Context: an optimization exercise on an open-source flow, tuned for small area. The choices shown serve that exercise and are no tape-out recipe.
Function was checked by simulation only, so behaviour that the tests miss may differ from the original.

$ cat flow/constraint.sdc
create_clock -name core_clock -period 10.0 [get_ports {clk}]
set_input_delay 2.0000 -clock core_clock [delete_from_list [all_inputs] [get_ports {clk}]]
set_output_delay 2.0000 -clock core_clock [all_outputs]
set_load 0.01 [all_outputs]
$ cat flow/design.v
module IG(
	clk,
	rst,
	mode_w,
	datain,
	dataout,
	DCT_out,
	IDCT_out,
	state
);
input clk,rst,mode_w;
input [21:0] datain;
output [21:0] dataout;
output [11:0] DCT_out;
output [7:0] IDCT_out;
output [5:0] state;
wire [5:0] state_trans;      
wire [21:0] dataout_trans;   
wire [22:0] even_dru,odd_dru;  
wire [21:0] acfout,bdegout;   
wire [21:0] idruout,dataout_temp;  
wire [21:0] addsum,subsum;   
reg mode;
assign state=state_trans;
assign dataout=dataout_temp;
assign DCT_out=dataout_temp[20:9]+dataout_temp[8];
assign IDCT_out=dataout_temp[13:6]+dataout_temp[5];
dru mydru(
	.opa(acfout),
	.opb(bdegout),
	.addsum(addsum),
	.subsum(subsum),
	.datain(datain[21:10]),
	.datain_trans(dataout_trans),
	.rst(rst),
	.clk(clk),
	.mode(mode),
	.state(state_trans[2:0]),
	.even(even_dru),
	.odd(odd_dru)
);
acf myacf(
	.datain(even_dru),
	.clk(clk),
	.rst(rst),
	.mode(mode),
	.state(state_trans[2:0]),
	.dataout(acfout)
);
bdeg mybdeg(
	.datain(odd_dru),
	.clk(clk),
	.rst(rst),
	.mode(mode),
	.state(state_trans[2:0]),
	.dataout(bdegout)
);
idru myidru(
	.MUXA(acfout),
	.MUXB(bdegout),
	.add(addsum),
	.sub(subsum),
	.rst(rst),
	.clk(clk),
	.mode(mode),
	.state(state_trans[2:0]),
	.out_2_trans(idruout),
	.out_2_port(dataout_temp)
);
transpose mytrans(
	clk,
	rst,
	state_trans,
	idruout,
	dataout_trans
);
state_counter mystate_counter(
	clk,
	rst,
	state_trans
);
always@(posedge clk or negedge rst)begin
	if (!rst)begin
		mode<=0;
	end
	else begin
		mode<=mode_w;
	end
end
endmodule
module state_counter(
	clk,
	rst,
	state
);
input clk,rst;
output [5:0] state;
reg [5:0] state;
wire [5:0] state_w;
assign state_w=state+6'b000001;
always@(posedge clk or negedge rst)begin
	if(!rst)begin
		state<=6'b000000;
	end
	else begin
		state<=state_w;
	end
end
endmodule
module transpose(
	clk,
	rst,
	state,
	datain,
	dataout
);
input clk,rst;
input [5:0] state;
input [21:0] datain;
output [21:0] dataout;
reg [21:0] dataout;
reg [21:0] pre [6:0];
reg [21:0] dl1 [6:0];
reg [21:0] dl2 [13:0];
reg [21:0] dl3 [27:0];
reg f64,f128;
wire [5:0] p1,p2,p3,ko,ki;
wire s1,s2,s3;
wire [21:0] x1,y1,y2,y3;
wire [6:0] d;
wire valid;
integer i;
assign p1=state-6'd18;
assign p2=state-6'd25;
assign p3=state-6'd39;
assign s1=!p1[0]&p1[3];
assign s2=!p2[1]&p2[4];
assign s3=!p3[2]&p3[5];
assign x1=pre[6];
assign y1=s1?x1:dl1[6];
assign y2=s2?y1:dl2[13];
assign y3=s3?y2:dl3[27];
assign ko=state-6'd3;
assign ki={ko[2:0],ko[5:3]};
assign d=7'd56+{1'b0,ko}-{1'b0,ki};
assign valid=f128|(f64?({1'b1,state}>=d):({1'b0,state}>=d));
always@(posedge clk)begin
	pre[0]<=datain;
	for(i=1;i<7;i=i+1) pre[i]<=pre[i-1];
	dl1[0]<=s1?dl1[6]:x1;
	for(i=1;i<7;i=i+1) dl1[i]<=dl1[i-1];
	dl2[0]<=s2?dl2[13]:y1;
	for(i=1;i<14;i=i+1) dl2[i]<=dl2[i-1];
	dl3[0]<=s3?dl3[27]:y2;
	for(i=1;i<28;i=i+1) dl3[i]<=dl3[i-1];
end
always@(posedge clk or negedge rst)begin
	if(!rst)begin
		f64<=1'b0;
		f128<=1'b0;
		dataout<=22'b0;
	end
	else begin
		f64<=f64|(state==6'd63);
		f128<=f128|(f64&(state==6'd63));
		dataout<=valid?y3:22'b0;
	end
end
endmodule
module dru(
	opa,
	opb,
	addsum,
	subsum,
	datain,
	datain_trans,
	rst,
	clk,
	mode,
	state,
	even,
	odd
);
input [21:0] opa,opb;
output [21:0] addsum,subsum;
input [11:0] datain;
input [21:0] datain_trans;
input clk,rst,mode;
input [2:0] state;
output [22:0] even,odd;
reg [11:0] datain_r;
reg [21:0] datain_trans_r;
reg [22:0] even,odd;
reg [21:0] lifo0,lifo1,lifo2,lifo3;
wire [2:0] state_fit;
wire [21:0] din,MUXA,MUXB;
wire [22:0] l3,mb,add,sub,x,y;
assign state_fit=state-3'b001;
assign din={datain_r,10'b0};
assign MUXA=state_fit[2]?datain_trans_r:din;
assign MUXB=state_fit[2]?din:datain_trans_r;
assign l3={lifo3[21],lifo3};
assign mb={MUXB[21],MUXB};
assign x=mode?{opa[21],opa}:l3;
assign y=mode?{opb[21],opb}:mb;
cia #(.W(23),.B(6)) uadd(.a(x),.b(y),.ci(1'b0),.s(add));
cia #(.W(23),.B(6)) usub(.a(x),.b(~y),.ci(1'b1),.s(sub));
assign addsum=add[21:0];
assign subsum=sub[21:0];
always@(posedge clk or negedge rst)begin
	if(!rst)begin
		lifo0<=22'b0;
		lifo1<=22'b0;
		lifo2<=22'b0;
		lifo3<=22'b0;
		even<=23'b0;
		odd<=23'b0;
		datain_r<=12'b0;
	end
	else begin
		if(state_fit[1:0]==2'b00) lifo0<=MUXA;
		case(state_fit[1:0])
			2'b00: lifo1<=lifo0;
			2'b01: lifo1<=MUXA;
			default: ;
		endcase
		case(state_fit[1:0])
			2'b10: lifo2<=MUXA;
			2'b11: ;
			default: lifo2<=lifo1;
		endcase
		lifo3<=(state_fit[1:0]==2'b11)?MUXA:lifo2;
		if(mode)begin
			even<=state_fit[0]?l3:mb;
			odd<=state_fit[0]?mb:l3;
		end
		else begin
			even<=add;
			odd<=sub;
		end
		datain_r<=datain;
	end
end
always@(posedge clk)begin
	datain_trans_r<=datain_trans;
end
endmodule
module acf(
	datain,
	clk,
	rst,
	mode,  
	state,
	dataout
);
input [22:0] datain;
input clk,rst,mode;
input [2:0] state;
output [21:0] dataout;
wire [23:0] temp1,temp2,temp3,temp4,temp5,temp7,temp8,temp9,temp10,temp14;
reg [21:0] multa,multc,multf;
wire [2:0] state_fit;
wire [1:0] g;
reg [23:0] acc0_r,acc1_r,acc2_r,acc3_r;
reg [21:0] ds0,ds1,ds2,ds3;
wire [23:0] o0,o1,o2,o3;
wire [21:0] p0,p1,p2,p3;
wire [23:0] sum0,sum1,sum2,sum3;
assign temp1={{2{datain[22]}},datain[22:1]};
assign temp2={{3{datain[22]}},datain[22:2]};
assign temp3={{4{datain[22]}},datain[22:3]};
assign temp4={{5{datain[22]}},datain[22:4]};
assign temp5={{6{datain[22]}},datain[22:5]};
assign temp7={{8{datain[22]}},datain[22:7]};
assign temp8={{9{datain[22]}},datain[22:8]};
assign temp9={{10{datain[22]}},datain[22:9]};
assign temp10={{11{datain[22]}},datain[22:10]};
assign temp14={{15{datain[22]}},datain[22:14]};
wire [21:0] ma,mc,mf,as1,ac1,as2,ac2,as3,ac3,cs1,cc1,cs2,cc2,fs1,fc1,fs2,fc2;
csa #(.W(22)) ua1(.x(temp2[21:0]),.y(temp4[21:0]),.z(temp5[21:0]),.cin(1'b0),.s(as1),.c(ac1));
csa #(.W(22)) ua2(.x(as1),.y(ac1),.z(temp7[21:0]),.cin(1'b0),.s(as2),.c(ac2));
csa #(.W(22)) ua3(.x(as2),.y(ac2),.z(temp9[21:0]),.cin(1'b0),.s(as3),.c(ac3));
cia #(.W(22),.B(8)) uma(.a(as3),.b(ac3),.ci(1'b0),.s(ma));
csa #(.W(22)) uc1(.x(temp1[21:0]),.y(~temp5[21:0]),.z(~temp7[21:0]),.cin(1'b1),.s(cs1),.c(cc1));
csa #(.W(22)) uc2(.x(cs1),.y(cc1),.z(temp10[21:0]),.cin(1'b0),.s(cs2),.c(cc2));
cia #(.W(22),.B(8)) umc(.a(cs2),.b(cc2),.ci(1'b1),.s(mc));
csa #(.W(22)) uf1(.x(temp3[21:0]),.y(temp4[21:0]),.z(temp8[21:0]),.cin(1'b0),.s(fs1),.c(fc1));
csa #(.W(22)) uf2(.x(fs1),.y(fc1),.z(~temp14[21:0]),.cin(1'b0),.s(fs2),.c(fc2));
cia #(.W(22),.B(8)) umf(.a(fs2),.b(fc2),.ci(1'b1),.s(mf));
assign state_fit=state-3'b011;
assign g=state_fit[1:0];
reg n0,n1,n2,n3;
wire swap,sa0,sa1;
wire [21:0] x,y;
assign swap=mode?(g==2'd2):(g==2'd0||g==2'd3);
assign x=swap?multf:multc;
assign y=swap?multc:multf;
assign sa0=!(mode&&(g==2'd1||g==2'd2));
assign sa1=mode&&(g==2'd0||g==2'd3);
assign o0={{2{p0[21]}},p0};
assign p0=sa0?multa:x;
assign o1={{2{p1[21]}},p1};
assign p1=sa1?multa:y;
assign o2={{2{p2[21]}},p2};
assign p2=sa0?multa:y;
assign o3={{2{p3[21]}},p3};
assign p3=sa1?multa:x;
always@(*)begin
	if(mode)begin
		case(g)
			2'd0: begin n0=0; n1=1; n2=1; n3=0; end
			2'd1: begin n0=0; n1=0; n2=1; n3=1; end
			2'd2: begin n0=0; n1=1; n2=0; n3=1; end
			default: begin n0=0; n1=0; n2=0; n3=0; end
		endcase
	end
	else begin
		case(g)
			2'd0: begin n0=0; n1=1; n2=0; n3=1; end
			2'd1: begin n0=0; n1=1; n2=1; n3=0; end
			2'd2: begin n0=0; n1=0; n2=1; n3=1; end
			default: begin n0=0; n1=0; n2=0; n3=0; end
		endcase
	end
end
cia #(.W(24),.B(6)) uacc0(.a(acc0_r),.b(o0^{24{n0}}),.ci(n0),.s(sum0));
cia #(.W(24),.B(6)) uacc1(.a(acc1_r),.b(o1^{24{n1}}),.ci(n1),.s(sum1));
cia #(.W(24),.B(6)) uacc2(.a(acc2_r),.b(o2^{24{n2}}),.ci(n2),.s(sum2));
cia #(.W(24),.B(6)) uacc3(.a(acc3_r),.b(o3^{24{n3}}),.ci(n3),.s(sum3));
assign dataout=ds0;
always@(posedge clk or negedge rst)begin
	if(!rst)begin
		acc0_r<=24'h2;
		acc1_r<=24'h2;
		acc2_r<=24'h2;
		acc3_r<=24'h2;
		ds0<=22'h0;
		ds1<=22'h0;
		ds2<=22'h0;
	end
	else begin
		if(g==2'd3)begin
			acc0_r<=24'h2;
			acc1_r<=24'h2;
			acc2_r<=24'h2;
			acc3_r<=24'h2;
			ds0<=sum0[23:2];
			ds1<=sum1[23:2];
			ds2<=sum2[23:2];
		end
		else begin
			acc0_r<=sum0;
			acc1_r<=sum1;
			acc2_r<=sum2;
			acc3_r<=sum3;
			ds0<=ds1;
			ds1<=ds2;
			ds2<=ds3;
		end
	end
end
always@(posedge clk)begin
	ds3<=sum3[23:2];
	multa<=ma;
	multc<=mc;
	multf<=mf;
end
endmodule
module bdeg(
	datain,
	clk,
	rst,
	mode,  
	state,
	dataout
);
input [22:0] datain;
input clk,rst,mode;
input [2:0] state;
output [21:0] dataout;
wire [23:0] temp1,temp2,temp3,temp4,temp5,temp7,temp8,temp9,temp11,temp12,temp13;
reg [21:0] multb,multd,multe,multg;
wire [2:0] state_fit;
wire [1:0] g;
reg [23:0] acc0_r,acc1_r,acc2_r,acc3_r;
reg [21:0] ds0,ds1,ds2,ds3;
wire [23:0] o0,o1,o2,o3;
wire [23:0] sum0,sum1,sum2,sum3;
assign temp1={{2{datain[22]}},datain[22:1]};
assign temp2={{3{datain[22]}},datain[22:2]};
assign temp3={{4{datain[22]}},datain[22:3]};
assign temp4={{5{datain[22]}},datain[22:4]};
assign temp5={{6{datain[22]}},datain[22:5]};
assign temp7={{8{datain[22]}},datain[22:7]};
assign temp8={{9{datain[22]}},datain[22:8]};
assign temp9={{10{datain[22]}},datain[22:9]};
assign temp11={{12{datain[22]}},datain[22:11]};
assign temp12={{13{datain[22]}},datain[22:12]};
assign temp13={{14{datain[22]}},datain[22:13]};
wire [21:0] mb,md,me,mg,bs1,bc1,bs2,bc2,ds1_,dc1_,ds2_,dc2_,ds3_,dc3_,ds4_,dc4_,es1,ec1,es2,ec2,gs1,gc1,gs2,gc2;
csa #(.W(22)) ub1(.x(temp1[21:0]),.y(~temp7[21:0]),.z(~temp9[21:0]),.cin(1'b1),.s(bs1),.c(bc1));
csa #(.W(22)) ub2(.x(bs1),.y(bc1),.z(temp13[21:0]),.cin(1'b0),.s(bs2),.c(bc2));
cia #(.W(22),.B(8)) umb(.a(bs2),.b(bc2),.ci(1'b1),.s(mb));
csa #(.W(22)) ud1(.x(temp2[21:0]),.y(temp3[21:0]),.z(temp5[21:0]),.cin(1'b0),.s(ds1_),.c(dc1_));
csa #(.W(22)) ud2(.x(temp7[21:0]),.y(temp9[21:0]),.z(~temp12[21:0]),.cin(1'b0),.s(ds2_),.c(dc2_));
csa #(.W(22)) ud3(.x(ds1_),.y(dc1_),.z(ds2_),.cin(1'b0),.s(ds3_),.c(dc3_));
csa #(.W(22)) ud4(.x(ds3_),.y(dc3_),.z(dc2_),.cin(1'b0),.s(ds4_),.c(dc4_));
cia #(.W(22),.B(8)) umd(.a(ds4_),.b(dc4_),.ci(1'b1),.s(md));
csa #(.W(22)) ue1(.x(temp2[21:0]),.y(temp5[21:0]),.z(~temp8[21:0]),.cin(1'b0),.s(es1),.c(ec1));
csa #(.W(22)) ue2(.x(es1),.y(ec1),.z(temp11[21:0]),.cin(1'b0),.s(es2),.c(ec2));
cia #(.W(22),.B(8)) ume(.a(es2),.b(ec2),.ci(1'b1),.s(me));
csa #(.W(22)) ug1(.x(temp4[21:0]),.y(temp5[21:0]),.z(temp8[21:0]),.cin(1'b0),.s(gs1),.c(gc1));
csa #(.W(22)) ug2(.x(gs1),.y(gc1),.z(~temp13[21:0]),.cin(1'b0),.s(gs2),.c(gc2));
cia #(.W(22),.B(8)) umg(.a(gs2),.b(gc2),.ci(1'b1),.s(mg));
assign state_fit=state-3'b011;
assign g=state_fit[1:0];
reg n0,n1,n2,n3;
reg [1:0] k;
wire [21:0] u0,u1,u2,u3,r0,r1,r2,r3;
assign u0=k[1]?multg:multb;
assign u1=k[1]?multd:multe;
assign u2=k[1]?multb:multg;
assign u3=k[1]?multe:multd;
assign r0=k[0]?u1:u0;
assign r1=k[0]?u2:u1;
assign r2=k[0]?u3:u2;
assign r3=k[0]?u0:u3;
assign o0={{2{r0[21]}},r0};
assign o1={{2{r3[21]}},r3};
assign o2={{2{r1[21]}},r1};
assign o3={{2{r2[21]}},r2};
always@(*)begin
	if(mode)begin
		case(g)
			2'd0: begin k=2'd3; n0=0; n1=1; n2=1; n3=1; end
			2'd1: begin k=2'd1; n0=0; n1=1; n2=0; n3=0; end
			2'd2: begin k=2'd0; n0=0; n1=0; n2=0; n3=0; end
			default: begin k=2'd2; n0=0; n1=1; n2=0; n3=1; end
		endcase
	end
	else begin
		case(g)
			2'd0: begin k=2'd2; n0=0; n1=1; n2=0; n3=1; end
			2'd1: begin k=2'd1; n0=0; n1=1; n2=0; n3=0; end
			2'd2: begin k=2'd3; n0=0; n1=1; n2=1; n3=1; end
			default: begin k=2'd0; n0=0; n1=0; n2=0; n3=0; end
		endcase
	end
end
cia #(.W(24),.B(6)) uacc0(.a(acc0_r),.b(o0^{24{n0}}),.ci(n0),.s(sum0));
cia #(.W(24),.B(6)) uacc1(.a(acc1_r),.b(o1^{24{n1}}),.ci(n1),.s(sum1));
cia #(.W(24),.B(6)) uacc2(.a(acc2_r),.b(o2^{24{n2}}),.ci(n2),.s(sum2));
cia #(.W(24),.B(6)) uacc3(.a(acc3_r),.b(o3^{24{n3}}),.ci(n3),.s(sum3));
assign dataout=ds0;
always@(posedge clk or negedge rst)begin
	if(!rst)begin
		acc0_r<=24'h2;
		acc1_r<=24'h2;
		acc2_r<=24'h2;
		acc3_r<=24'h2;
		ds0<=22'h0;
		ds1<=22'h0;
		ds2<=22'h0;
	end
	else begin
		if(g==2'd3)begin
			acc0_r<=24'h2;
			acc1_r<=24'h2;
			acc2_r<=24'h2;
			acc3_r<=24'h2;
			ds0<=sum0[23:2];
			ds1<=sum1[23:2];
			ds2<=sum2[23:2];
		end
		else begin
			acc0_r<=sum0;
			acc1_r<=sum1;
			acc2_r<=sum2;
			acc3_r<=sum3;
			ds0<=ds1;
			ds1<=ds2;
			ds2<=ds3;
		end
	end
end
always@(posedge clk)begin
	ds3<=sum3[23:2];
	multb<=mb;
	multd<=md;
	multe<=me;
	multg<=mg;
end
endmodule
module idru(
	MUXA,
	MUXB,
	add,
	sub,
	rst,
	clk,
	mode,  
	state,
	out_2_trans,
	out_2_port
);
input [21:0] MUXA,MUXB,add,sub;
input clk,rst,mode;
input [2:0] state;
output [21:0] out_2_trans,out_2_port;
reg [21:0] q0,q1,q2,q3;
wire [21:0] v,w,outnew;
wire [2:0] state_fit;
wire [1:0] g;
assign state_fit=state-3'b011;
assign g=state_fit[1:0];
assign v=mode?sub:MUXA;
assign w=mode?sub:MUXB;
assign outnew=mode?add:(g==2'd0)?MUXA:(g==2'd2)?q1:q0;
assign out_2_trans=state_fit[2]?q3:outnew;
assign out_2_port=state_fit[2]?outnew:q3;
always@(posedge clk or negedge rst)begin
	if(!rst)begin
		q0<=22'b0;
		q1<=22'b0;
		q2<=22'b0;
		q3<=22'b0;
	end
	else begin
		q3<=(mode&&g==2'd3)?v:q2;
		if(g==2'd2) q2<=v;
		else if(!(mode&&g==2'd3)) q2<=q1;
		if(mode)begin
			if(g==2'd0) q1<=q0;
			else if(g==2'd1) q1<=v;
		end
		else begin
			case(g)
				2'd0: q1<=q0;
				2'd2: q1<=w;
				default: q1<=v;
			endcase
		end
		if(mode?(g==2'd0):(g!=2'd2)) q0<=w;
	end
end
endmodule
module cia #(parameter W=24, parameter B=6) (
	input [W-1:0] a,
	input [W-1:0] b,
	input ci,
	output [W-1:0] s
);
localparam N=(W+B-1)/B;
wire [W-1:0] t;
wire [W-1:0] cin;    
wire [W-1:0] cout;
wire [W-1:0] iin;    
wire [N:0] cb;       
genvar i,k;
generate
	for(i=0;i<W;i=i+1)begin: bits
		if(i==0) begin: b0
			assign cin[i]=ci;
			assign iin[i]=1'b0;
		end
		else if(i%B==0) begin: first
			assign cin[i]=1'b0;
			assign iin[i]=cb[i/B];
		end
		else begin: rest
			assign cin[i]=cout[i-1];
			assign iin[i]=iin[i-1]&t[i-1];
		end
		assign t[i]=a[i]^b[i]^cin[i];
		assign cout[i]=(a[i]&b[i])|(cin[i]&(a[i]^b[i]));
		assign s[i]=t[i]^iin[i];
	end
	assign cb[0]=ci;
	for(k=0;k<N;k=k+1)begin: blocks
		localparam LO=k*B;
		localparam HI=(k*B+B>W)?W:k*B+B;
		if(k==0) begin: bk0
			assign cb[1]=cout[HI-1];
		end
		else begin: bk
			assign cb[k+1]=cout[HI-1]|(cb[k]&(&t[HI-1:LO]));
		end
	end
endgenerate
endmodule
module csa #(parameter W=24) (
	input [W-1:0] x,
	input [W-1:0] y,
	input [W-1:0] z,
	input cin,
	output [W-1:0] s,
	output [W-1:0] c
);
wire [W-1:0] m;
assign s=x^y^z;
assign m=(x&y)|(x&z)|(y&z);
assign c={m[W-2:0],cin};
endmodule
$ cat flow/config.mk
export PLATFORM = sky130hd
export DESIGN_NAME = IG
export DESIGN_NICKNAME = IG
export VERILOG_FILES = /design/flow/design.v
export SDC_FILE = /design/flow/constraint.sdc
export NUM_CORES = 4
export LEC_CHECK = 0
export CAP_MARGIN = 20
export CORE_MARGIN = 2
export CORE_UTILIZATION = 45
export CTS_BUF_LIST = sky130_fd_sc_hd__clkbuf_16
export CTS_CLUSTER_DIAMETER = 100
export CTS_CLUSTER_SIZE = 25
export SLEW_MARGIN = 20
$ cat flow/run.sh
#!/bin/bash
# synth_recipe.tcl (not shown) runs the flow's synth.tcl, then flattens the netlist and writes it again
# the make line also repeats each setting of config.mk as NAME=value (left out here)
make -C /OpenROAD-flow-scripts/flow DESIGN_CONFIG=/design/flow/config.mk WORK_HOME=/design/flow/orfs CLKGATE_MAP_FILE= SYNTH_SCRIPT=/design/flow/synth_recipe.tcl finish
==> results of run 1 <==
==> how the worst max path moves through the flow <==
| stage | start | to | slack (ns) | cells after the start |
|---|---|---|---|---|
| global route | mystate_counter.state[0]$_DFF_PN0_ | DCT_out[10] | 0.008 | 33 |
| CTS | mystate_counter.state[1]$_DFF_PN0_ | DCT_out[10] | 0.06 | 28 |
| finish | mystate_counter.state[0]$_DFF_PN0_ | dataout[21] | 0.41 | 24 |
| global placement | mystate_counter.state[1]$_DFF_PN0_ | DCT_out[11] | 0.54 | 27 |
| floorplan | mystate_counter.state[0]$_DFF_PN0_ | DCT_out[11] | 0.48 | 29 |
| detailed placement | mystate_counter.state[1]$_DFF_PN0_ | DCT_out[11] | 0.48 | 27 |
==> synth_stat cells (all sizes together), types with 6 or more instances <==
master     n  share of area [%]
o211ai    27               0.26
a31oi     22               0.17
and4b      8               0.10
clkbuf   156               0.74
o41ai      6              0.066
dfstp      8               0.27
a221oi    21               0.23
o221ai    26               0.29
a41o       8               0.10
nand2    305                1.4
inv      509                2.4
o22ai      7              0.055
nor4       9              0.079
a21oi    287                1.8
nand3     22               0.14
a21o      30               0.28
fa       572                 14
dfxtp   1452                 37
a211oi    29               0.28
nor3      10              0.063
xnor2    184                2.1
nand2b    50               0.40
nor2     332                1.6
ha       354                5.6
buf       90               0.55
dfrtp    579                 18
mux2i    288                3.6
mux2     232                3.3
o21ai    222                1.4
xor2      74               0.82
nand4     18               0.14
nor2b    201                1.6
o21bai     9              0.085
==> layout make-up <==
| cell class | count | area, um2 | share of cell area (%) |
|---|---|---|---|
| antenna | 10 | 25.0 | 0.0293 |
| clock buffer | 96 | 2400 | 2.82 |
| clock inverter | 53 | 367 | 0.430 |
| inverter | 510 | 1910 | 2.24 |
| multi-input combinational | 3388 | 32500 | 38.1 |
| sequential | 2039 | 43800 | 51.3 |
| tap | 2325 | 2910 | 3.41 |
| timing repair buffer | 148 | 1370 | 1.61 |
==> worst register-to-register path: cells and delay by family (launching register included) <==
kind / cells / cell delay [ns]
simple gates: 2 / 0.36
flops: 1 / 0.75
xor+xnor: 2 / 0.27
compound gates: 1 / 0.44
buf+inv: 5 / 0.82
fa+ha+maj: 16 / 5.48
==> cells in the final DEF (no fill, tap or decap), drive strengths merged, types with 10 or more instances in the layout <==
cell type and instances:
nor2 332, nor3 10, a21o 30, diode 10, xnor2 184, o221ai 26, buf 87, a211oi 29
inv 554, dfrtp 579, clkdlybuf4s50 60, nand3 22, o211ai 27, ha 354, nor2b 201, clkbuf 96
fa 572, mux2i 288, dfxtp 1452, a221oi 21, nand2b 50, a21oi 287, o21ai 222, mux2 232
nand4 18, a31oi 22, xor2 74, nand2 305
==> stage by stage <==
step / std cells / hold slack (ns) / utilization [%] / setup slack [ns]
floorplan: 6183 / 0.310 / - / 0.476
global placement: 8401 / 0.310 / 47.3 / 0.537
detailed placement: 8401 / 0.312 / 47.3 / 0.476
CTS: 8556 / 0.310 / 48.9 / 0.0557
global route: 8565 / 0.317 / 49.0 / 0.00848
finish: 8569 / 0.307 / 49.0 / 0.409
==> kinds of logic after synthesis <==
family          synth area share, %
xor+xnor                       2.91
mux                            7.01
fa+ha+maj                      20.1
buf+inv                        3.72
flops                          55.4
simple gates                   5.74
compound gates                 5.18
==> registers in the layout (all words and copies together) (netlist names), 154 cells and up <==
register / cells
mytrans.dl1: 154
mytrans.dl2: 308
mytrans.pre: 154
mytrans.dl3: 616
==> per-layer routing <==
| metal | vias to the layer above | global-route usage [%] | share of wire (%) |
|---|---|---|---|
| met1 | 20908 | 26.8 | 47 |
| met3 | 218 | 2.09 | 3.2 |
| met2 | 701 | 29.4 | 46 |
| li1 | 19874 | - | - |
| met5 | - | 0 | 0 |
| met4 | 0 | 7.00 | 3.6 |
==> what timing repair did <==
item / 4_1_cts / 5_1_grt
gates resized for setup: 3 / 10
gates cloned: 0 / 0
setup buffers: 6 / 2
setup endpoints to repair: 7 / 11
pin swaps: 1 / 3
==> qor.csv, run 1 <==
stage;metric;value;unit
finish;share of cells above drive strength 1;7.96;%
global_routing;GRT Overall Usage;18.7;%
finish;Post-layout nets;7132;
detailed_routing;routed len/inst;19.3;um
timing;headroom to the max-slew limit;24.1;%
cts;total CTS buffers;94;
cts;CTS tree;done;
outcome;outcome;finished clean;
worst_setup_path;Largest stage delay, worst path;0.68;ns
global_routing;grt ovf;0;
worst_setup_path;CP endpoint kind;output pin;
placement;Buffers on Ports;62;
timing;setup TNS;0;ns
global_routing;initial antenna violation count;9;
cts;Clock Tree Buf Depth;3;
global_routing;largest net degree at the start of global routing;169;
timing;Worst Tran Pin Value;1.13;ns
worst_setup_path;Critical Path RT;8.00;ns
timing;setup violators final;0;
worst_setup_path;Worst Reg2Reg Path Length in Cells;26;
timing;endpoints failing hold;0;
cts;CTS Hold Bufs;0;
worst_setup_path;crit path DAT;7.59;ns
timing;RSZ-0062 raised after global routing;false;
yosys;async set-reset flop share out of synthesis;28.8;%
worst_setup_path;Worst R2R Setup Slack;1.81;ns
global_routing;vias in the first global route;42917;
timing;fin crit share;95.9;%
cts;Worst-path clk slew;0.10;ns
detailed_routing;first-pass iteration count of the detailed router;6;
worst_setup_path;Crit path buffers/inverters;8;
worst_setup_path;reg2reg start;mydru.odd[15]$_DFF_PN0_;
cts;H-tree Lvls;3;
detailed_routing;vias;41701;
detailed_routing;post-route ant nets;0;
floorplan;num ports;73;
timing;Max Clock Skew;0.0454;ns
floorplan;initial core utilization;45.4;%
worst_setup_path;Crit path max-delay family;adder cells;
floorplan;core outline area;174000;um2
worst_setup_path;cell mode on critical path;fa_1;
yosys;synthesized area;79100;um2
yosys;Post-synth EDFFs;0;
worst_setup_path;CP Max Fanout;17;
yosys;Primary FF master, synth;dfxtp_1;
detailed_routing;DRC errors left;0;
yosys;Post-Syn Nets;7134;
yosys;Syn Area/Cell;12.8;um2
floorplan;die span in x;423;um
yosys;number of synthesized register bits;2039;
floorplan;Die Span Y;423;um
finish;Layout area overhead;7.91;%
global_routing;global-route wire length before repair;258000;um
flow_run;Max Cap Viol;0;
timing;min Tclk post-route;9.59;ns
cts;insertion delay to the later sink of the worst-skew pair;0.77;ns
worst_setup_path;critical path class;reg2out;
detailed_routing;DR vias/cell;4.87;
placement;Post-DP HPWL;120000;um
finish;fin area;85300;um2
worst_hold_path;Worst Hold Launch;mytrans.pre[1][13]$_DFF_P_;
detailed_routing;initial drt markers;2547;
worst_hold_path;WHS Path Cells;0;
placement;GP Congestion;0.911;
floorplan;die area;179000;um2
timing;Slew Limit Fails;0;
timing;Max Clock Freq;104;MHz
placement;Placed Area;82400;um2
worst_setup_path;reg2reg end;mybdeg.multd[21]$_DFF_P_;
detailed_routing;final wirelength;165000;um
yosys;yosys warns;11;
yosys;Yosys cell types;60;
yosys;synthesized netlist cell count;6183;
worst_setup_path;Cell Chain, Critical Path;inv_1, ha_4, xnor2_4, buf_12, buf_4, buf_4, buf_4, mux2i_1, a21oi_1, fa_1, fa_1, inv_1, fa_1, fa_1, inv_1, fa_1, a41o_1, ha_1, ha_1, ha_1, ha_1, a21oi_1, o21ai_0, clkdlybuf4s50_1;
cts;Root Driver;clkbuf_16;
finish;FILL cells;15318;
worst_hold_path;min-delay worst type;reg2reg;
worst_hold_path;Endpoint, Worst Hold;mytrans.pre[2][13]$_DFF_P_;
yosys;sequential area share after synthesis;55.4;%
worst_setup_path;Worst setup SP type;flop;
cts;clock sinks;2039;
worst_setup_path;CP max stage cell;clkdlybuf4s50_1;
floorplan;Rows;153;
==> inputs of run 2 (changes only) <==
--- a/flow/design.v
+++ b/flow/design.v
@@ -258,7 +258,9 @@
 input [2:0] state;
 output [21:0] dataout;
 wire [23:0] temp1,temp2,temp3,temp4,temp5,temp7,temp8,temp9,temp10,temp14;
-reg [21:0] multa,multc,multf;
+reg [21:0] multa,multc;
+reg [20:0] multf_r;
+wire [21:0] multf={multf_r[20],multf_r};
 wire [2:0] state_fit;
 wire [1:0] g;
 reg [23:0] acc0_r,acc1_r,acc2_r,acc3_r;
@@ -276,17 +278,18 @@
 assign temp9={{10{datain[22]}},datain[22:9]};
 assign temp10={{11{datain[22]}},datain[22:10]};
 assign temp14={{15{datain[22]}},datain[22:14]};
-wire [21:0] ma,mc,mf,as1,ac1,as2,ac2,as3,ac3,cs1,cc1,cs2,cc2,fs1,fc1,fs2,fc2;
+wire [21:0] ma,mc,as1,ac1,as2,ac2,as3,ac3,cs1,cc1,cs2,cc2;
+wire [20:0] mf_n,fs1,fc1,fs2,fc2;
 csa #(.W(22)) ua1(.x(temp2[21:0]),.y(temp4[21:0]),.z(temp5[21:0]),.cin(1'b0),.s(as1),.c(ac1));
 csa #(.W(22)) ua2(.x(as1),.y(ac1),.z(temp7[21:0]),.cin(1'b0),.s(as2),.c(ac2));
 csa #(.W(22)) ua3(.x(as2),.y(ac2),.z(temp9[21:0]),.cin(1'b0),.s(as3),.c(ac3));
-cia #(.W(22),.B(8)) uma(.a(as3),.b(ac3),.ci(1'b0),.s(ma));
+cia #(.W(22),.B(11)) uma(.a(as3),.b(ac3),.ci(1'b0),.s(ma));
 csa #(.W(22)) uc1(.x(temp1[21:0]),.y(~temp5[21:0]),.z(~temp7[21:0]),.cin(1'b1),.s(cs1),.c(cc1));
 csa #(.W(22)) uc2(.x(cs1),.y(cc1),.z(temp10[21:0]),.cin(1'b0),.s(cs2),.c(cc2));
-cia #(.W(22),.B(8)) umc(.a(cs2),.b(cc2),.ci(1'b1),.s(mc));
-csa #(.W(22)) uf1(.x(temp3[21:0]),.y(temp4[21:0]),.z(temp8[21:0]),.cin(1'b0),.s(fs1),.c(fc1));
-csa #(.W(22)) uf2(.x(fs1),.y(fc1),.z(~temp14[21:0]),.cin(1'b0),.s(fs2),.c(fc2));
-cia #(.W(22),.B(8)) umf(.a(fs2),.b(fc2),.ci(1'b1),.s(mf));
+cia #(.W(22),.B(11)) umc(.a(cs2),.b(cc2),.ci(1'b1),.s(mc));
+csa #(.W(21)) uf1(.x(temp3[20:0]),.y(temp4[20:0]),.z(temp8[20:0]),.cin(1'b0),.s(fs1),.c(fc1));
+csa #(.W(21)) uf2(.x(fs1),.y(fc1),.z(~temp14[20:0]),.cin(1'b0),.s(fs2),.c(fc2));
+cia #(.W(21),.B(11)) umf(.a(fs2),.b(fc2),.ci(1'b1),.s(mf_n));
 assign state_fit=state-3'b011;
 assign g=state_fit[1:0];
 reg n0,n1,n2,n3;
@@ -323,10 +326,10 @@
 		endcase
 	end
 end
-cia #(.W(24),.B(6)) uacc0(.a(acc0_r),.b(o0^{24{n0}}),.ci(n0),.s(sum0));
-cia #(.W(24),.B(6)) uacc1(.a(acc1_r),.b(o1^{24{n1}}),.ci(n1),.s(sum1));
-cia #(.W(24),.B(6)) uacc2(.a(acc2_r),.b(o2^{24{n2}}),.ci(n2),.s(sum2));
-cia #(.W(24),.B(6)) uacc3(.a(acc3_r),.b(o3^{24{n3}}),.ci(n3),.s(sum3));
+cia #(.W(24),.B(8)) uacc0(.a(acc0_r),.b(o0^{24{n0}}),.ci(n0),.s(sum0));
+cia #(.W(24),.B(8)) uacc1(.a(acc1_r),.b(o1^{24{n1}}),.ci(n1),.s(sum1));
+cia #(.W(24),.B(8)) uacc2(.a(acc2_r),.b(o2^{24{n2}}),.ci(n2),.s(sum2));
+cia #(.W(24),.B(8)) uacc3(.a(acc3_r),.b(o3^{24{n3}}),.ci(n3),.s(sum3));
 assign dataout=ds0;
 always@(posedge clk or negedge rst)begin
 	if(!rst)begin
@@ -363,7 +366,7 @@
 	ds3<=sum3[23:2];
 	multa<=ma;
 	multc<=mc;
-	multf<=mf;
+	multf_r<=mf_n;
 end
 endmodule
 module bdeg(
@@ -379,7 +382,9 @@
 input [2:0] state;
 output [21:0] dataout;
 wire [23:0] temp1,temp2,temp3,temp4,temp5,temp7,temp8,temp9,temp11,temp12,temp13;
-reg [21:0] multb,multd,multe,multg;
+reg [21:0] multb,multd,multe;
+reg [19:0] multg_r;
+wire [21:0] multg={{2{multg_r[19]}},multg_r};
 wire [2:0] state_fit;
 wire [1:0] g;
 reg [23:0] acc0_r,acc1_r,acc2_r,acc3_r;
@@ -397,21 +402,22 @@
 assign temp11={{12{datain[22]}},datain[22:11]};
 assign temp12={{13{datain[22]}},datain[22:12]};
 assign temp13={{14{datain[22]}},datain[22:13]};
-wire [21:0] mb,md,me,mg,bs1,bc1,bs2,bc2,ds1_,dc1_,ds2_,dc2_,ds3_,dc3_,ds4_,dc4_,es1,ec1,es2,ec2,gs1,gc1,gs2,gc2;
+wire [21:0] mb,md,me,bs1,bc1,bs2,bc2,ds1_,dc1_,ds2_,dc2_,ds3_,dc3_,ds4_,dc4_,es1,ec1,es2,ec2;
+wire [19:0] mg_n,gs1,gc1,gs2,gc2;
 csa #(.W(22)) ub1(.x(temp1[21:0]),.y(~temp7[21:0]),.z(~temp9[21:0]),.cin(1'b1),.s(bs1),.c(bc1));
 csa #(.W(22)) ub2(.x(bs1),.y(bc1),.z(temp13[21:0]),.cin(1'b0),.s(bs2),.c(bc2));
-cia #(.W(22),.B(8)) umb(.a(bs2),.b(bc2),.ci(1'b1),.s(mb));
+cia #(.W(22),.B(11)) umb(.a(bs2),.b(bc2),.ci(1'b1),.s(mb));
 csa #(.W(22)) ud1(.x(temp2[21:0]),.y(temp3[21:0]),.z(temp5[21:0]),.cin(1'b0),.s(ds1_),.c(dc1_));
 csa #(.W(22)) ud2(.x(temp7[21:0]),.y(temp9[21:0]),.z(~temp12[21:0]),.cin(1'b0),.s(ds2_),.c(dc2_));
 csa #(.W(22)) ud3(.x(ds1_),.y(dc1_),.z(ds2_),.cin(1'b0),.s(ds3_),.c(dc3_));
 csa #(.W(22)) ud4(.x(ds3_),.y(dc3_),.z(dc2_),.cin(1'b0),.s(ds4_),.c(dc4_));
-cia #(.W(22),.B(8)) umd(.a(ds4_),.b(dc4_),.ci(1'b1),.s(md));
+cia #(.W(22),.B(11)) umd(.a(ds4_),.b(dc4_),.ci(1'b1),.s(md));
 csa #(.W(22)) ue1(.x(temp2[21:0]),.y(temp5[21:0]),.z(~temp8[21:0]),.cin(1'b0),.s(es1),.c(ec1));
 csa #(.W(22)) ue2(.x(es1),.y(ec1),.z(temp11[21:0]),.cin(1'b0),.s(es2),.c(ec2));
-cia #(.W(22),.B(8)) ume(.a(es2),.b(ec2),.ci(1'b1),.s(me));
-csa #(.W(22)) ug1(.x(temp4[21:0]),.y(temp5[21:0]),.z(temp8[21:0]),.cin(1'b0),.s(gs1),.c(gc1));
-csa #(.W(22)) ug2(.x(gs1),.y(gc1),.z(~temp13[21:0]),.cin(1'b0),.s(gs2),.c(gc2));
-cia #(.W(22),.B(8)) umg(.a(gs2),.b(gc2),.ci(1'b1),.s(mg));
+cia #(.W(22),.B(11)) ume(.a(es2),.b(ec2),.ci(1'b1),.s(me));
+csa #(.W(20)) ug1(.x(temp4[19:0]),.y(temp5[19:0]),.z(temp8[19:0]),.cin(1'b0),.s(gs1),.c(gc1));
+csa #(.W(20)) ug2(.x(gs1),.y(gc1),.z(~temp13[19:0]),.cin(1'b0),.s(gs2),.c(gc2));
+cia #(.W(20),.B(11)) umg(.a(gs2),.b(gc2),.ci(1'b1),.s(mg_n));
 assign state_fit=state-3'b011;
 assign g=state_fit[1:0];
 reg n0,n1,n2,n3;
@@ -447,10 +453,10 @@
 		endcase
 	end
 end
-cia #(.W(24),.B(6)) uacc0(.a(acc0_r),.b(o0^{24{n0}}),.ci(n0),.s(sum0));
-cia #(.W(24),.B(6)) uacc1(.a(acc1_r),.b(o1^{24{n1}}),.ci(n1),.s(sum1));
-cia #(.W(24),.B(6)) uacc2(.a(acc2_r),.b(o2^{24{n2}}),.ci(n2),.s(sum2));
-cia #(.W(24),.B(6)) uacc3(.a(acc3_r),.b(o3^{24{n3}}),.ci(n3),.s(sum3));
+cia #(.W(24),.B(8)) uacc0(.a(acc0_r),.b(o0^{24{n0}}),.ci(n0),.s(sum0));
+cia #(.W(24),.B(8)) uacc1(.a(acc1_r),.b(o1^{24{n1}}),.ci(n1),.s(sum1));
+cia #(.W(24),.B(8)) uacc2(.a(acc2_r),.b(o2^{24{n2}}),.ci(n2),.s(sum2));
+cia #(.W(24),.B(8)) uacc3(.a(acc3_r),.b(o3^{24{n3}}),.ci(n3),.s(sum3));
 assign dataout=ds0;
 always@(posedge clk or negedge rst)begin
 	if(!rst)begin
@@ -488,7 +494,7 @@
 	multb<=mb;
 	multd<=md;
 	multe<=me;
-	multg<=mg;
+	multg_r<=mg_n;
 end
 endmodule
 module idru(
--- a/flow/config.mk
+++ b/flow/config.mk
@@ -9,6 +9,6 @@
 export CORE_MARGIN = 2
 export CORE_UTILIZATION = 45
 export CTS_BUF_LIST = sky130_fd_sc_hd__clkbuf_16
-export CTS_CLUSTER_DIAMETER = 100
-export CTS_CLUSTER_SIZE = 25
+export CTS_CLUSTER_DIAMETER = 60
+export CTS_CLUSTER_SIZE = 30
 export SLEW_MARGIN = 20
==> run 2 against run 1 <==
Net effect: sequential cell count down 3; critical path depth up 8; core utilization up 0.89 points; worst hold slack better by 0.0038 ns; wire length down 3.6%; maximum frequency down 0.11%; setup slack worse by 0.011 ns; area after synthesis down 0.97%; still clean.
==> qor.csv, run 2 <==
stage;metric;value;unit
yosys;sequential area share after synthesis;55.8;%
worst_setup_path;Worst setup SP type;flop;
finish;max reg flops;616;
global_routing;vias in the first global route;42038;
worst_setup_path;CP max stage cell;clkdlybuf4s50_1;
global_routing;GRT met3 Usage;2.32;%
worst_hold_path;min-delay worst type;reg2reg;
placement;Placed Cells;8129;
yosys;Yosys cell types;61;
worst_setup_path;critical path class;reg2out;
yosys;Post-Syn Nets;6815;
timing;Slew Limit Fails;0;
floorplan;Rows;153;
worst_setup_path;Largest stage delay, worst path;0.55;ns
placement;GP Congestion;0.898;
yosys;Post-Synth Simple-Gate Area;4.68;%
cts;insertion delay to the later sink of the worst-skew pair;0.80;ns
yosys;top cell type's share of synthesized area;37.1;%
floorplan;die span in x;421;um
timing;hold slack;0.311;ns
cts;Root Driver;clkbuf_16;
yosys;complex-gate fraction of the synthesized area;4.50;%
yosys;synthesized area;78300;um2
cts;H-tree Lvls;4;
worst_setup_path;CP Max Fanout;7;
outcome;outcome;finished clean;
yosys;async set-reset flop share out of synthesis;28.8;%
yosys;leading area contributor after synthesis;dfxtp_1;
detailed_routing;post-route ant nets;0;
yosys;yosys warns;11;
global_routing;initial antenna violation count;0;
finish;Post-layout nets;6867;
yosys;number of synthesized register bits;2036;
detailed_routing;initial drt markers;2449;
worst_setup_path;crit path DAT;7.60;ns
floorplan;Die Span Y;421;um
finish;commonest non-fill, non-tap cells in the layout;dfxtp_1, fa_1, dfrtp_1;
cts;total CTS buffers;132;
worst_setup_path;CP endpoint kind;output pin;
flow_run;Max Cap Viol;0;
cts;Clock Tree Buf Depth;3;
floorplan;die area;177000;um2
detailed_routing;DRC errors left;0;
yosys;synthesized netlist cell count;5891;
timing;headroom to the max-slew limit;23.4;%
worst_setup_path;cell mode on critical path;ha_1;
global_routing;GRT Overall Usage;18.4;%
yosys;Post-synth EDFFs;0;
global_routing;grt ovf;0;
finish;most flop-heavy register;mytrans.dl3;
placement;Post-DP HPWL;115000;um
yosys;count leader, synth;dfxtp_1;
finish;share of cells above drive strength 1;10.9;%
yosys;mux share of post-synthesis cell area;8.74;%
floorplan;core outline area;173000;um2
cts;CTS tree;done;
timing;fin crit share;96.0;%
floorplan;num ports;73;
finish;final core occ;49.9;%
placement;Placed Area;81700;um2
finish;fin area;86500;um2
global_routing;Top Usage Layer GRT;met2;
cts;Worst-path clk slew;0.10;ns
timing;Max Clock Freq;104;MHz
finish;commonest non-fill, non-tap cell in the layout;dfxtp_1;
detailed_routing;routed len/inst;19.0;um
timing;min Tclk post-route;9.60;ns
detailed_routing;final wirelength;159000;um
yosys;Synth area leaders;dfxtp_1, dfrtp_1, fa_1;
yosys;Synth Area in Adders;20.0;%
floorplan;initial core utilization;45.1;%
yosys;largest family of logic cells by synthesized area;adder cells;
timing;Max Clock Skew;0.0499;ns
timing;Worst Tran Pin Value;1.14;ns
global_routing;met1 usage;26.2;%
finish;top flop regs;mytrans.dl3 (616), mytrans.dl2 (308);
timing;endpoints failing hold;0;
finish;final non-filler cell total;8375;
cts;clock sinks;2036;
placement;Buffers on Ports;62;
finish;Layout area overhead;10.5;%
global_routing;M2 GR Usage;29.5;%
global_routing;global-route wire length before repair;251000;um
yosys;post-synthesis xor/xnor area fraction;2.85;%
yosys;top cells by count, synth;dfxtp_1, fa_1, dfrtp_1;
worst_setup_path;Critical Path RT;8.00;ns
yosys;Primary FF master, synth;dfxtp_1;
detailed_routing;first-pass iteration count of the detailed router;5;
detailed_routing;vias;40356;
detailed_routing;DR vias/cell;4.82;
timing;setup violators final;0;
yosys;Syn Area/Cell;13.3;um2
global_routing;largest net degree at the start of global routing;160;
-- run 2: cell count changes in the layout (fill, tap and decap cells not counted), moves of 22 or more --
cell | previous run | this run
nand2_1 | 302 | 217
ha_1 | 348 | 307
a211oi_1 | 29 | 51
o21ai_0 | 203 | 157
mux2_2 | 232 | 293
nand2b_1 | 50 | 23
mux2i_1 | 287 | 342
clkbuf_16 | 96 | 140
inv_1 | 542 | 461
a21oi_1 | 273 | 251
o221ai_1 | 26 | 4
nor2_1 | 332 | 243
-- run 2: cells by family after synthesis --
logic type,after synthesis
DFF,2036
adders and majority gates,899
and+or+nand+nor,776
buffers and inverters,687
muxes,646
AOI/OAI and AO/OA,598
xor gates and xnor gates,249
-- run 2: final cells by class --
| type | instances | area, um2 |
|---|---|---|
| sequential | 2036 | 43700 |
| multi-input combinational | 3168 | 32100 |
| clock buffer | 140 | 3500 |
| fill | 15160 | 87000 |
| tap | 2325 | 2910 |
| inverter | 450 | 1690 |
| clock inverter | 96 | 1120 |
| antenna | 5 | 12.5 |
| timing repair buffer | 155 | 1370 |
-- run 2: worst paths after layout --
path,from,endpoint,slack (ns),cells after the start
worst max-delay path,mystate_counter.state[0]$_DFF_PN0_,DCT_out[8],0.40,32
worst min register to register,mytrans.dl3[11][21]$_DFF_P_,mytrans.dl3[12][21]$_DFF_P_,0.31,0
worst max register to register,mystate_counter.state[0]$_DFF_PN0_,mybdeg.ds0[21]$_DFF_PN0_,1.21,26
max in group asynchronous,rst,mybdeg.ds2[19]$_DFF_PN0_,6.54,3
min in group asynchronous,rst,mybdeg.acc3_r[5]$_DFF_PN0_,1.22,1
worst min-delay path,mytrans.dl3[11][21]$_DFF_P_,mytrans.dl3[12][21]$_DFF_P_,0.31,0
-- run 2: what timing repair did --
| item | CTS | global route |
|---|---|---|
| setup buffers | 0 | 4 |
| resized for setup | 1 | 14 |
| hold endpoints to repair | 0 | 0 |
| setup endpoints to repair | 2 | 6 |
| gates cloned | 0 | 1 |
| hold buffers | 0 | 0 |
| pin swaps | 0 | 4 |
-- run 2: critical path: cells and delay by family (launching register included) --
kind	cells	cell delay [ns]
AO/OA/AOI/OAI	4	1.03
XOR/XNOR	2	0.29
adder cells (fa/ha/maj)	12	2.94
buffers and inverters	9	1.54
flip-flops	1	0.40
AND/OR/NAND/NOR	5	0.62
-- run 2: metrics by stage --
stage	TNS (ns)	worst slack, ns
after floorplan	0	0.783
after detailed placement	0	0.896
after global routing	-0.0562	-0.0562
final	0	0.398
after CTS	0	0.0866
after global placement	0	0.944
-- run 2: routing by layer --
| layer | wire (um) | vias up |
|---|---|---|
| met1 | 75100 | 20350 |
| met5 | 0 | - |
| met2 | 74800 | 607 |
| li1 | - | 19193 |
| met3 | 5290 | 206 |
| met4 | 3970 | 0 |
==> inputs of run 3 (changes only) <==
--- a/flow/config.mk
+++ b/flow/config.mk
@@ -9,6 +9,6 @@
 export CORE_MARGIN = 2
 export CORE_UTILIZATION = 45
 export CTS_BUF_LIST = sky130_fd_sc_hd__clkbuf_16
-export CTS_CLUSTER_DIAMETER = 60
-export CTS_CLUSTER_SIZE = 30
+export CTS_CLUSTER_DIAMETER = 100
+export CTS_CLUSTER_SIZE = 25
 export SLEW_MARGIN = 20
==> run 3 against run 2 <==
Net effect: register-to-register slack got worse by 0.02 ns; maximum frequency rose by 1.3%; global-route usage fell by 0.11 points; still clean; clock skew rose by 0.030 ns.
==> qor.csv, run 3 <==
stage;metric;value;unit
detailed_routing;first-pass iteration count of the detailed router;6;
cts;Root Driver;clkbuf_16;
timing;Worst Tran Pin Value;1.09;ns
outcome;outcome;finished clean;
yosys;synthesized area;78300;um2
cts;Worst-path clk slew;0.11;ns
timing;headroom to the max-slew limit;26.4;%
finish;most flop-heavy register;mytrans.dl3;
cts;total CTS buffers;95;
worst_setup_path;critical path class;reg2out;
floorplan;Die Span Y;421;um
finish;commonest non-fill, non-tap cells in the layout;dfxtp_1, fa_1, dfrtp_1;
yosys;async set-reset flop share out of synthesis;28.8;%
detailed_routing;Met3 Wirelength;5540;um
worst_setup_path;cell mode on critical path;ha_1;
timing;RSZ-0062 raised after global routing;false;
yosys;count leader, synth;dfxtp_1;
worst_setup_path;crit path DAT;7.48;ns
timing;Max Clock Freq;105;MHz
detailed_routing;WL met2;75300;um
timing;Slew Limit Fails;0;
floorplan;num ports;73;
yosys;Synth area leaders;dfxtp_1, dfrtp_1, fa_1;
finish;top flop regs;mytrans.dl3 (616), mytrans.dl2 (308);
cts;H-tree Lvls;3;
detailed_routing;routed len/inst;19.2;um
worst_setup_path;reg2reg start;mystate_counter.state[0]$_DFF_PN0_;
placement;Placed Cells;8129;
global_routing;largest net degree at the start of global routing;160;
detailed_routing;Post-Route M1 WL;74800;um
global_routing;GRT Overall Usage;18.3;%
worst_hold_path;Worst Hold Launch;mytrans.dl3[7][12]$_DFF_P_;
yosys;yosys warns;11;
finish;Post-layout nets;6830;
yosys;Post-synth EDFFs;0;
worst_setup_path;Critical Path RT;8.00;ns
yosys;leading area contributor after synthesis;dfxtp_1;
worst_setup_path;Worst Setup SP;mystate_counter.state[0]$_DFF_PN0_;
floorplan;core outline area;173000;um2
detailed_routing;post-route ant nets;0;
global_routing;vias in the first global route;41636;
detailed_routing;vias;40020;
detailed_routing;uppermost layer routed;met5;
floorplan;Rows;153;
yosys;top cell type's share of synthesized area;37.1;%
timing;min Tclk post-route;9.48;ns
floorplan;initial core utilization;45.1;%
worst_hold_path;min-delay worst type;reg2reg;
yosys;Post-Syn Nets;6815;
finish;commonest non-fill, non-tap cell in the layout;dfxtp_1;
global_routing;initial antenna violation count;5;
yosys;Yosys cell types;61;
placement;Buffers on Ports;62;
detailed_routing;initial drt markers;2458;
timing;Max Clock Skew;0.0796;ns
detailed_routing;DR vias/cell;4.83;
worst_setup_path;CP Max Fanout;7;
yosys;Synth Area in Adders;20.0;%
flow_run;Max Cap Viol;0;
finish;max reg flops;616;
yosys;number of synthesized register bits;2036;
worst_setup_path;Worst setup SP type;flop;
yosys;top cells by count, synth;dfxtp_1, fa_1, dfrtp_1;
global_routing;global-route wire length before repair;251000;um
yosys;largest family of logic cells by synthesized area;adder cells;
yosys;Post-Synth Simple-Gate Area;4.68;%
yosys;Syn Area/Cell;13.3;um2
worst_setup_path;CP endpoint kind;output pin;
worst_setup_path;CP max stage cell;clkdlybuf4s50_1;
yosys;sequential area share after synthesis;55.8;%
placement;Post-DP HPWL;115000;um
floorplan;die span in x;421;um
yosys;Primary FF master, synth;dfxtp_1;
worst_setup_path;Worst R2R Setup Slack;1.19;ns
yosys;complex-gate fraction of the synthesized area;4.50;%
cts;clock sinks;2036;
finish;Layout area overhead;8.19;%
yosys;synthesized netlist cell count;5891;
cts;CTS tree;done;
detailed_routing;final wirelength;159000;um
detailed_routing;DRC errors left;0;
timing;endpoints failing hold;0;
finish;final non-filler cell total;8281;
yosys;post-synthesis xor/xnor area fraction;2.85;%
timing;setup violators final;0;
yosys;mux share of post-synthesis cell area;8.74;%
timing;setup TNS;0;ns
cts;Clock Tree Buf Depth;3;
timing;fin crit share;94.8;%
finish;share of cells above drive strength 1;9.36;%
floorplan;die area;177000;um2
global_routing;grt ovf;0;
cts;insertion delay to the later sink of the worst-skew pair;0.79;ns
worst_setup_path;Largest stage delay, worst path;0.55;ns
placement;GP Congestion;0.898;
## run 3: logic make-up (layout without fill, tap and decap cells)
group | Yosys count | count (layout)
other | 0 | 2
multiplexers | 646 | 646
AO/OA/AOI/OAI | 598 | 598
XOR/XNOR | 249 | 249
AND/OR/NAND/NOR | 776 | 776
flip-flops | 2036 | 2036
buffers and inverters | 687 | 750
adder cells (fa/ha/maj) | 899 | 899
## run 3: metal layers
| metal | up-vias | global-route usage [%] |
|---|---|---|
| met4 | 2 | 4.09 |
| li1 | 19020 | - |
| met3 | 166 | 2.11 |
| met5 | - | 0 |
| met2 | 621 | 29.8 |
| met1 | 20211 | 26.2 |
## run 3: area by class of cell
type / instances / area [um2]
antenna: 2 / 5.00
clock buffer: 95 / 2380
clock inverter: 50 / 474
fill: 15323 / 88700
inverter: 450 / 1690
multi-input combinational: 3168 / 32200
sequential: 2036 / 43700
tap: 2325 / 2910
timing repair buffer: 155 / 1370
## run 3: repair_timing
item	4_1_cts	5_1_grt
gates cloned	0	1
hold buffers	0	0
pin swaps	0	4
setup buffers	0	4
setup endpoints to repair	1	6
resized for setup	1	15
hold endpoints to repair	0	0
## run 3: path summary, 6_finish.rpt
kind,end,depth (start not counted)
min in group asynchronous,myacf.acc3_r[6]$_DFF_PN0_,1
hold reg to reg,mytrans.dl3[8][12]$_DFF_P_,0
hold / removal,mytrans.dl3[8][12]$_DFF_P_,0
max in group asynchronous,mybdeg.ds0[18]$_DFF_PN0_,3
setup reg to reg,mybdeg.ds1[21]$_DFF_PN0_,27
setup / recovery,DCT_out[8],32
## run 3: worst max-delay path: cells and delay by family, from the launching register on
family          cells  cell delay (ns)
compound gates      4             0.92
xor+xnor            2             0.28
fa+ha+maj          12             2.93
buf+inv             9             1.53
flops               1             0.41
simple gates        5             0.61
## run 3: metrics by stage
stage               worst slack [ns]  utilization, %  hold slack (ns)  instance area, um2
CTS                            0.106            48.8            0.296               84600
global placement               0.944            47.1            0.310               81700
floorplan                      0.783               -            0.310               78300
detailed placement             0.896            47.1            0.312               81700
finish                         0.518            48.8            0.295               84700
global route                  0.0445            48.8            0.309               84700
==> inputs of run 4 (changes only) <==
--- a/flow/config.mk
+++ b/flow/config.mk
@@ -5,10 +5,10 @@
 export SDC_FILE = /design/flow/constraint.sdc
 export NUM_CORES = 4
 export LEC_CHECK = 0
-export CAP_MARGIN = 20
+export CAP_MARGIN = 10
 export CORE_MARGIN = 2
 export CORE_UTILIZATION = 45
 export CTS_BUF_LIST = sky130_fd_sc_hd__clkbuf_16
 export CTS_CLUSTER_DIAMETER = 100
 export CTS_CLUSTER_SIZE = 25
-export SLEW_MARGIN = 20
+export SLEW_MARGIN = 10
==> run 4 against run 3 <==
Net effect: setup slack unchanged; critical path depth stayed put; clock skew stayed put; cell area stayed put; count of clock-buffer cells in the layout did not move; register-to-register slack is essentially flat; largest cell class unchanged.
==> qor.csv, run 4 <==
stage;metric;value;unit
placement;Post-DP HPWL;115000;um
global_routing;grt ovf;0;
yosys;Primary FF master, synth;dfxtp_1;
worst_setup_path;reg2reg start;mystate_counter.state[0]$_DFF_PN0_;
floorplan;Rows;153;
timing;fin crit share;94.8;%
worst_hold_path;min-delay worst type;reg2reg;
timing;Max Clock Skew;0.0796;ns
timing;headroom to the max-slew limit;26.4;%
yosys;Syn Area/Cell;13.3;um2
placement;GP Congestion;0.898;
finish;max reg flops;616;
cts;Clock Tree Buf Depth;3;
detailed_routing;routed len/inst;19.2;um
floorplan;Die Span Y;421;um
yosys;top cell type's share of synthesized area;37.1;%
timing;setup violators final;0;
floorplan;die area;177000;um2
outcome;outcome;finished clean;
global_routing;GRT Overall Usage;18.3;%
yosys;Post-Syn Nets;6815;
yosys;sequential area share after synthesis;55.8;%
global_routing;initial antenna violation count;5;
finish;commonest non-fill, non-tap cell in the layout;dfxtp_1;
cts;total CTS buffers;95;
placement;Placed Cells;8129;
worst_hold_path;Worst Hold Launch;mytrans.dl3[7][12]$_DFF_P_;
yosys;complex-gate fraction of the synthesized area;4.50;%
detailed_routing;vias;40020;
timing;min Tclk post-route;9.48;ns
floorplan;num ports;73;
finish;share of cells above drive strength 1;9.36;%
yosys;mux share of post-synthesis cell area;8.74;%
global_routing;vias in the first global route;41636;
worst_setup_path;Worst Reg2Reg Path Length in Cells;27;
finish;commonest non-fill, non-tap cells in the layout;dfxtp_1, fa_1, dfrtp_1;
detailed_routing;DRC errors left;0;
yosys;async set-reset flop share out of synthesis;28.8;%
floorplan;core outline area;173000;um2
finish;top flop regs;mytrans.dl3 (616), mytrans.dl2 (308);
yosys;Yosys cell types;61;
timing;Worst Tran Pin Value;1.09;ns
finish;Post-layout nets;6830;
cts;Worst-path clk slew;0.11;ns
yosys;count leader, synth;dfxtp_1;
yosys;synthesized area;78300;um2
yosys;post-synthesis xor/xnor area fraction;2.85;%
detailed_routing;first-pass iteration count of the detailed router;6;
detailed_routing;final wirelength;159000;um
yosys;yosys warns;11;
timing;endpoints failing hold;0;
worst_setup_path;CP max stage cell;clkdlybuf4s50_1;
worst_setup_path;CP endpoint kind;output pin;
worst_hold_path;Endpoint, Worst Hold;mytrans.dl3[8][12]$_DFF_P_;
detailed_routing;initial drt markers;2458;
worst_setup_path;Worst R2R Setup Slack;1.19;ns
worst_setup_path;CP Max Fanout;7;
worst_setup_path;reg2reg end;mybdeg.ds1[21]$_DFF_PN0_;
cts;H-tree Lvls;3;
worst_setup_path;Worst setup SP type;flop;
yosys;largest family of logic cells by synthesized area;adder cells;
flow_run;Max Cap Viol;0;
yosys;Post-Synth Simple-Gate Area;4.68;%
worst_hold_path;WHS Path Cells;0;
yosys;Synth Area in Adders;20.0;%
yosys;Synth area leaders;dfxtp_1, dfrtp_1, fa_1;
timing;RSZ-0062 raised after global routing;false;
finish;final non-filler cell total;8281;
worst_setup_path;Critical Path RT;8.00;ns
global_routing;largest net degree at the start of global routing;160;
timing;setup TNS;0;ns
yosys;leading area contributor after synthesis;dfxtp_1;
detailed_routing;DR vias/cell;4.83;
worst_setup_path;cell mode on critical path;ha_1;
worst_setup_path;critical path class;reg2out;
cts;CTS Hold Bufs;0;
floorplan;initial core utilization;45.1;%
finish;FILL cells;15323;
detailed_routing;post-route ant nets;0;
worst_setup_path;Largest stage delay, worst path;0.55;ns
timing;Slew Limit Fails;0;
cts;clock sinks;2036;
global_routing;global-route wire length before repair;251000;um
worst_setup_path;crit path DAT;7.48;ns
yosys;synthesized netlist cell count;5891;
cts;insertion delay to the later sink of the worst-skew pair;0.79;ns
yosys;Post-synth EDFFs;0;
finish;most flop-heavy register;mytrans.dl3;
yosys;number of synthesized register bits;2036;
cts;Root Driver;clkbuf_16;
timing;Max Clock Freq;105;MHz
floorplan;die span in x;421;um
yosys;top cells by count, synth;dfxtp_1, fa_1, dfrtp_1;
placement;Buffers on Ports;62;
finish;Layout area overhead;8.19;%
cts;CTS tree;done;
run 4: cell counts after synthesis:
No cell type changed its count.
run 4: final cells by class:
class	count	area, um2	area share [%]
flip-flops and latches	2036	43700	51.6
inverters	450	1690	1.99
clock buffers	95	2380	2.81
clock inverters	50	474	0.560
diodes	2	5.00	0.00591
well taps	2325	2910	3.43
repair buffers	155	1370	1.62
multi-input cells	3168	32200	38.0
run 4: how the worst max path moves through the flow:
stage / to / cells past startpoint / start
after floorplan: DCT_out[9] / 28 / mystate_counter.state[0]$_DFF_PN0_
after global placement: DCT_out[10] / 32 / mystate_counter.state[0]$_DFF_PN0_
after detailed placement: DCT_out[10] / 32 / mystate_counter.state[0]$_DFF_PN0_
after CTS: DCT_out[10] / 32 / mystate_counter.state[0]$_DFF_PN0_
after global routing: DCT_out[8] / 32 / mystate_counter.state[0]$_DFF_PN0_
final: DCT_out[8] / 32 / mystate_counter.state[0]$_DFF_PN0_
run 4: timing repair:
action                     in CTS  in global routing
setup buffers                   0                  4
gates cloned                    0                  1
gates resized for setup         1                 15
setup endpoints to repair       1                  6
pin swaps                       0                  4
run 4: worst max-delay path, delay by kind of cell, from the launching register on:
kind	cells	cell delay [ns]
AND/OR/NAND/NOR	5	0.61
buffers and inverters	9	1.53
flip-flops	1	0.41
XOR/XNOR	2	0.28
adder cells (fa/ha/maj)	12	2.93
AO/OA/AOI/OAI	4	0.92
run 4: logic make-up (layout without fill, tap and decap cells):
group | after synthesis | in the layout
simple gates | 776 | 776
xor+xnor | 249 | 249
other cells | 0 | 2
flops | 2036 | 2036
compound gates | 598 | 598
fa+ha+maj | 899 | 899
mux | 646 | 646
buf+inv | 687 | 750
run 4: per-layer routing:
metal	global-route usage, %	part of all wire, %	up-vias
met5	0	0.0082	-
met2	29.8	47	621
met4	4.09	2.2	2
li1	-	-	19020
met1	26.2	47	20211
met3	2.11	3.5	166
run 4: through the flow:
step / cell area (um2) / hold slack (ns) / setup slack [ns] / utilization [%]
global route: 84700 / 0.309 / 0.0445 / 48.8
floorplan: 78300 / 0.310 / 0.783 / -
global placement: 81700 / 0.310 / 0.944 / 47.1
detailed placement: 81700 / 0.312 / 0.896 / 47.1
CTS: 84600 / 0.296 / 0.106 / 48.8
finish: 84700 / 0.295 / 0.518 / 48.8

-- re-timing with driven ports --
No port has a modelled driver above. Below, the same layouts with a new extraction and two added sets of constraints. Step 1 (the two cells are an assumption about what drives the block):
set clk [get_ports {clk}]
set_driving_cell -lib_cell sky130_fd_sc_hd__clkbuf_16 $clk
set_driving_cell -lib_cell sky130_fd_sc_hd__buf_2 [delete_from_list [all_inputs] $clk]
Step 2, shift: input delay + t, output delay - t, t = (earliest + latest rising clock arrival at the registers) / 2. This alone moves slack from input paths to output paths. a / b / c = no drivers / after step 1 / after step 2; a / b = the first two.
| run | shift t [ns] | setup WS [ns] | worst setup path at the end |
|---|---|---|---|
| run 1 | 0.832 | 0.409 / 0.326 / 1.158 | register to output |
| run 2 | 0.867 | 0.398 / 0.314 / 1.181 | register to output |
| run 3 | 0.834 | 0.518 / 0.432 / 1.188 | register to register |
| run 4 | 0.834 | 0.518 / 0.432 / 1.188 | register to register |
After both steps every run listed still meets setup and hold.
